From an optimization exercise on the open Yosys and OpenROAD flow, aimed at small area; shortcuts taken in it are not production practice. RTL that was checked went through simulation tests only; none was proved equivalent to the original. The clock input has no modelled driver; a real chip could not lean on it and would need a root buffer or a full tree. Power and IR drop assume default switching activity.

== alpha ==
Design my_chip, start of the top module:
module my_chip (
    input logic [11:0] io_in,  
    output logic [11:0] io_out,  
    input logic clock,
    input logic reset  
);
Size in the first run: roughly 27 flip-flops, about 26 I/O pins.
clock: 12.0 ns
lec_check: 0
cap_margin: 20
core_margin: 2
core_utilization: 40
slew_margin: 20
standard.sh (not shown) runs the stock make flow with config.mk's settings and CLKGATE_MAP_FILE= SYNTH_SCRIPT=/design/flow/synth_recipe.tcl, a recipe that flattens the netlist after the stock synthesis.
==> flow/flow/run.sh <==
#!/bin/bash
# Standard ORFS layout (bash standard.sh) with these changes:
#  - synthesis: the ORFS synthesis script unchanged except for the logic
#    mapping step, which runs ABC with several area-oriented scripts
#    (flow/abc_multi.tcl) and keeps the smallest result, and with the adder
#    extraction pass skipped.  Flip-flops are mapped before that step, as in
#    the standard flow, so the registers are the standard synthesis's;
#  - ports are buffered with the smallest buffer cell;
#  - the clock tree: after CTS, the root buffer alone, resized, drives every
#    flip-flop (flow/clock1.tcl), so all registers see the same clock arrival;
#  - repair aims at the library's slew and capacitance limits (no extra margin).
# Each tool's output goes to its own log in this folder.
set -euo pipefail
HERE=$(pwd)
CTS="-sink_clustering_enable -repair_clock_nets -buf_list sky130_fd_sc_hd__clkbuf_8 -dont_use_dummy_load"
MARGINS="SLEW_MARGIN=0 CAP_MARGIN=0 SKIP_REPAIR_TIE_FANOUT=1"
cp -r "$FLOW_HOME/scripts" "$HERE/scripts_mod"
python3 - "$HERE/scripts_mod/synth.tcl" <<'PY'
import sys
p = sys.argv[1]
s = open(p).read()
old = "  log_cmd abc {*}$abc_args\n"
assert s.count(old) == 1
s = s.replace(old, "  source $::env(ABC_MULTI_TCL)\n")
open(p, "w").write(s)
PY
mkdir -p "$HERE/abc_multi"
for s in $(seq 1 32); do
  printf 'strash\n&get -n\n&deepsyn -T 10 -S %d\n&put\ndch -f\nmap -a\nstrash\ndch -f\nmap -a\n' "$s" > "$HERE/abc_multi/d10_$(printf %02d $s).abc"
done
for s in 1 2 3 4 5 6; do
  printf 'strash\n&get -n\n&deepsyn -T 30 -S %d\n&put\ndch -f\nmap -a\nstrash\ndch -f\nmap -a\n' "$s" > "$HERE/abc_multi/d30_$s.abc"
done
printf 'strash\nifraig\ndc2\ndch -f\nmap -a\nstrash\ndch -f\nmap -a\n' > "$HERE/abc_multi/m9.abc"
export ABC_MULTI_TCL="$HERE/flow/abc_multi.tcl"
export ABC_MULTI_DIR="$HERE/abc_multi"
bash standard.sh SCRIPTS_DIR="$HERE/scripts_mod" ABC_AREA=1 ADDER_MAP_FILE= synth > "$HERE/synth.log" 2>&1
bash standard.sh $MARGINS "BUFFER_PORTS_ARGS=-buffer_cell sky130_fd_sc_hd__buf_1" "CTS_ARGS=$CTS" cts > "$HERE/cts.log" 2>&1
RESULTS="$HERE/orfs/results/sky130hd/my_chip/base" CLOCK_ROOT_CELL=sky130_fd_sc_hd__buf_12 \
  openroad -no_init -exit "$HERE/flow/clock1.tcl" > "$HERE/clock1.log" 2>&1
bash standard.sh $MARGINS "BUFFER_PORTS_ARGS=-buffer_cell sky130_fd_sc_hd__buf_1" "CTS_ARGS=$CTS" finish > "$HERE/finish.log" 2>&1
Other scripts of this flow, unchanged in this note and not shown: flow/flow/abc_multi.tcl, flow/flow/clock1.tcl
alpha was carried through to the last stage, and its layout satisfied the timing, design-rule and antenna checks.
For beta, these inputs were changed with respect to alpha:
diff --git a/flow/flow/run.sh b/flow/flow/run.sh
--- a/flow/flow/run.sh
+++ b/flow/flow/run.sh
@@ -16 +16 @@
-MARGINS="SLEW_MARGIN=0 CAP_MARGIN=0 SKIP_REPAIR_TIE_FANOUT=1"
+MARGINS="SLEW_MARGIN=0 CAP_MARGIN=0"
@@ -28 +28 @@
-for s in $(seq 1 32); do
+for s in $(seq 1 16); do
@@ -31 +31 @@
-for s in 1 2 3 4 5 6; do
+for s in 1 2 3 4; do
### Flow results
- Delta(area added between synthesis and finish, beta - alpha) > 0
- beta: critical path depth 3 above alpha
- Looking at actual slew at the worst max-slew pin, beta sits 0.32 ns above alpha.
- Share of power burned in the clock network, beta and alpha: larger value in alpha
- beta vs alpha, final setup slack of the worst path went down by 0.38 ns.
- beta vs. alpha: total power went up by 0.010 mW.
- Taking alpha as 1.0, beta lands at 1.10 on net load switching power.
diff inputs: beta => gamma
diff --git a/flow/flow/run.sh b/flow/flow/run.sh
--- a/flow/flow/run.sh
+++ b/flow/flow/run.sh
@@ -16 +16 @@
-MARGINS="SLEW_MARGIN=0 CAP_MARGIN=0"
+MARGINS="SLEW_MARGIN=0 CAP_MARGIN=0 SKIP_REPAIR_TIE_FANOUT=1"
--- outcome ---
- beta -> gamma: flip-flop and latch count flat
- Compared with beta, gamma is more frugal on power.
- In gamma the sequential share of layout area turned out 0.35 points higher than in beta.
- The run showing the smaller HPWL reported at the end of detailed placement is gamma.
- | final design area excluding fillers | lower: gamma |
- Of the two values seen for origin of the worst setup path, DUT.s0[1] was produced by gamma and DUT.s0[2] by beta.
- Worst path setup slack after routing for gamma: 0.093 ns up relative to beta


## oak
The RTL this note starts from:
==> flow/design.v <==
module huff_encoder (
	clk,
	reset,
	io_in,
	io_out
);
	input wire clk;
	input wire reset;
	input wire [11:0] io_in;
	output wire [11:0] io_out;
	reg [5:0] s0, s1, s2;    
	reg [4:0] cnt;
	reg nsw;                 
	reg c2a;                 
	reg [1:0] lvl;           
	wire en = io_in[11];
	wire c012 = ~cnt[4] & ~(cnt[2] & (cnt[1] | cnt[0]));
	wire w7 = cnt[4] & cnt[3] & cnt[2] & cnt[1];
	wire collect = c012 | w7;
	wire load = collect & en;
	wire active = cnt[4] & cnt[3];
	wire charw = active & ~cnt[0];
	wire maskw = active & cnt[0];
	wire showc = charw & ~(cnt[2] & cnt[1]);
	wire rot = maskw | (cnt[4] & ~cnt[3] & ~(cnt[2] & cnt[1]));
	always @(posedge clk)
		if (load | rot) begin
			s0 <= s1;
			s1 <= s2;
			s2 <= load ? {io_in[9:8], io_in[3:0]} : s0;
		end
	always @(posedge clk)
		if (reset)
			cnt <= 5'd10;
		else if (w7)
			cnt <= {4'b0101, en};
		else
			cnt <= cnt + {4'd0, ~(c012 & ~en)};
	wire [1:0] f0 = s0[5:4], f1 = s1[5:4], f2 = s2[5:4];
	wire [3:0] x0 = s0[3:0], x1 = s1[3:0], x2 = s2[3:0];
	function gt4(input [3:0] a, input [3:0] b);
		gt4 = (a[3] & ~b[3]) | ((a[3] | ~b[3]) & ((a[2] & ~b[2]) | ((a[2] | ~b[2]) &
		      ((a[1] & ~b[1]) | ((a[1] | ~b[1]) & a[0] & ~b[0])))));
	endfunction
	function gt2(input [1:0] a, input [1:0] b);
		gt2 = (a[1] & ~b[1]) | ((a[1] | ~b[1]) & a[0] & ~b[0]);
	endfunction
	wire xg1 = gt4(x0, x1), xl1 = gt4(x1, x0);
	wire xg2 = gt4(x0, x2), xl2 = gt4(x2, x0);
	wire eq1 = ~xg1 & ~xl1;
	wire eq2 = ~xg2 & ~xl2;
	wire fg1 = gt2(f0, f1), fl1 = gt2(f1, f0);
	wire fg2 = gt2(f0, f2), fl2 = gt2(f2, f0);
	wire fg12 = gt2(f1, f2), fl12 = gt2(f2, f1);
	wire gt1 = fg1 | (~fl1 & xg1);
	wire gt2_ = fg2 | (~fl2 & xg2);
	wire c2 = gt1 & gt2_ & ~eq1 & ~eq2;
	wire c12 = fg12 | (~fl12 & (eq1 ? xg2 : xl1));
	wire med = (gt1 ^ gt2_) | (eq1 & ~(gt1 ^ c12)) | (eq2 & (gt2_ ^ c12));
	wire f11 = (f1 == 2'd1) & (f2 == 2'd1);
	wire fsum = (f0 == 2'd3) ? (((f1 == 2'd1) & (f2 == 2'd2)) | ((f1 == 2'd2) & (f2 == 2'd1))) : ((f0 == 2'd2) & f11);
	wire [4:0] xs = x1 + x2;
	wire term = ((f0 == 2'd3) & f11) | (fsum & (xs <= {1'b0, x0}));
	always @(posedge clk) begin
		nsw <= ~collect & (nsw | term);
		c2a <= ~collect & (c2a | c2);
	end
	wire dup = ~c2a;
	wire a1 = lvl[1];
	wire b2 = lvl[1] & lvl[0];
	always @(posedge clk)
		if (reset)
			lvl <= 2'd0;
		else if (w7)
			case (lvl)
				2'd0: lvl <= 2'd1;
				2'd1: lvl <= (~nsw & dup) ? 2'd2 : 2'd1;
				2'd2: lvl <= (nsw & dup) ? 2'd3 : 2'd2;
				default: lvl <= 2'd3;
			endcase
	wire [2:0] value = {nsw & (c2 ? b2 : a1), ~nsw & (~c2 | a1), c2 ? nsw : med};
	assign io_out[11:9] = 3'b000;
	assign io_out[8] = active;
	assign io_out[7] = 1'b0;
	assign io_out[6] = charw;
	assign io_out[5] = charw;
	assign io_out[4] = maskw & ~c2;
	assign io_out[3] = (showc & x0[3]) | maskw;
	assign io_out[2:0] = showc ? x0[2:0] : (maskw ? value : 3'b000);
endmodule
`default_nettype none
module my_chip (
    input logic [11:0] io_in,  
    output logic [11:0] io_out,  
    input logic clock,
    input logic reset  
);
    huff_encoder DUT(.clk(clock), .reset(reset), .io_in(io_in), .io_out(io_out));
endmodule
export LEC_CHECK = 0
export CAP_MARGIN = 20
export CORE_MARGIN = 2
export CORE_UTILIZATION = 40
export SLEW_MARGIN = 20
create_clock -name core_clock -period 12.0 [get_ports {clock}]
==> flow/flow/run.sh <==
#!/bin/bash
# Standard ORFS layout with these changes:
#  - synthesis maps the logic with an area-oriented ABC script (flow/abc_area.script)
#    and without the adder extraction pass; registers are mapped as in the standard flow;
#  - ports are buffered with the smallest buffer cell;
#  - clock tree built from small clock buffers.
set -euo pipefail
HERE=$(pwd)
CTS="-sink_clustering_enable -repair_clock_nets -root_buf sky130_fd_sc_hd__clkbuf_8 -buf_list sky130_fd_sc_hd__clkbuf_8 -sink_clustering_size 30 -sink_clustering_max_diameter 500 -dont_use_dummy_load"
cp -r "$FLOW_HOME/scripts" "$HERE/scripts_mod"
cp "$HERE/flow/abc_area.script" "$HERE/scripts_mod/abc_area.script"
bash standard.sh SCRIPTS_DIR="$HERE/scripts_mod" ABC_AREA=1 ADDER_MAP_FILE= synth > "$HERE/synth.log" 2>&1
bash standard.sh "BUFFER_PORTS_ARGS=-buffer_cell sky130_fd_sc_hd__buf_1" "CTS_ARGS=$CTS" finish > "$HERE/finish.log" 2>&1
==> flow/flow/abc_area.script <==
strash
&get -n
&deepsyn -T 60
&put
dch -f
map -a
strash
dch -f
map -a
topo
> inputs changed (oak -> pine)
--- a/flow/flow/run.sh
+++ b/flow/flow/run.sh
@@ -9 +9 @@
-CTS="-sink_clustering_enable -repair_clock_nets -root_buf sky130_fd_sc_hd__clkbuf_8 -buf_list sky130_fd_sc_hd__clkbuf_8 -sink_clustering_size 30 -sink_clustering_max_diameter 500 -dont_use_dummy_load"
+CTS="-repair_clock_nets -root_buf sky130_fd_sc_hd__clkbuf_16 -buf_list sky130_fd_sc_hd__clkbuf_16 -dont_use_dummy_load"
Notes after the runs:
The clock latency at the later pin of the worst-skew pair was comparable across pine and oak.
pine: share of power burned in combinational logic is 2.4 points lower than what oak reported.
Diff oak -> pine | first-pass GRT wire length | up slightly
Reported for pine and oak, number of diodes turned out identical to the last digit.
Function was not checked in any run of this note: the RTL went through the layout flow alone.

## port drivers added, routing unchanged
The flow's constraints put no driver on any port. The routed layouts listed below were extracted and timed again, unchanged, in two steps.
Step 1 (the two cells are an assumption about what drives the block):
set clk [get_ports {clock}]
set_driving_cell -lib_cell sky130_fd_sc_hd__clkbuf_16 $clk
set_driving_cell -lib_cell sky130_fd_sc_hd__buf_2 [delete_from_list [all_inputs] $clk]
Step 2, shift: input delay + t, output delay - t, t = (earliest + latest rising clock arrival at the registers) / 2. This alone moves slack from input paths to output paths.
Three values: ideal, step 1, step 2; two values: the first two.
| run | t (ns) | setup slack, ns | latest minus earliest clock arrival (ns) | worst register clock-pin slew, ns | worst slew at a driven data input, ns |
|---|---|---|---|---|---|
| alpha | 0.169 | 7.456 / 7.425 / 7.594 | 0.002 / 0.002 | 0.11 / 0.11 | 0.03 |
| beta | 0.170 | 7.073 / 7.041 / 7.211 | 0.007 / 0.007 | 0.11 / 0.11 | 0.03 |
| gamma | 0.170 | 7.166 / 7.134 / 7.304 | 0.002 / 0.002 | 0.11 / 0.11 | 0.03 |
| oak | 0.292 | 6.808 / 6.785 / 7.078 | 0.005 / 0.005 | 0.09 / 0.09 | 0.03 |
| pine | 0.286 | 6.829 / 6.800 / 7.087 | 0.002 / 0.001 | 0.06 / 0.06 | 0.03 |
After both steps setup and hold are still met in every run listed.
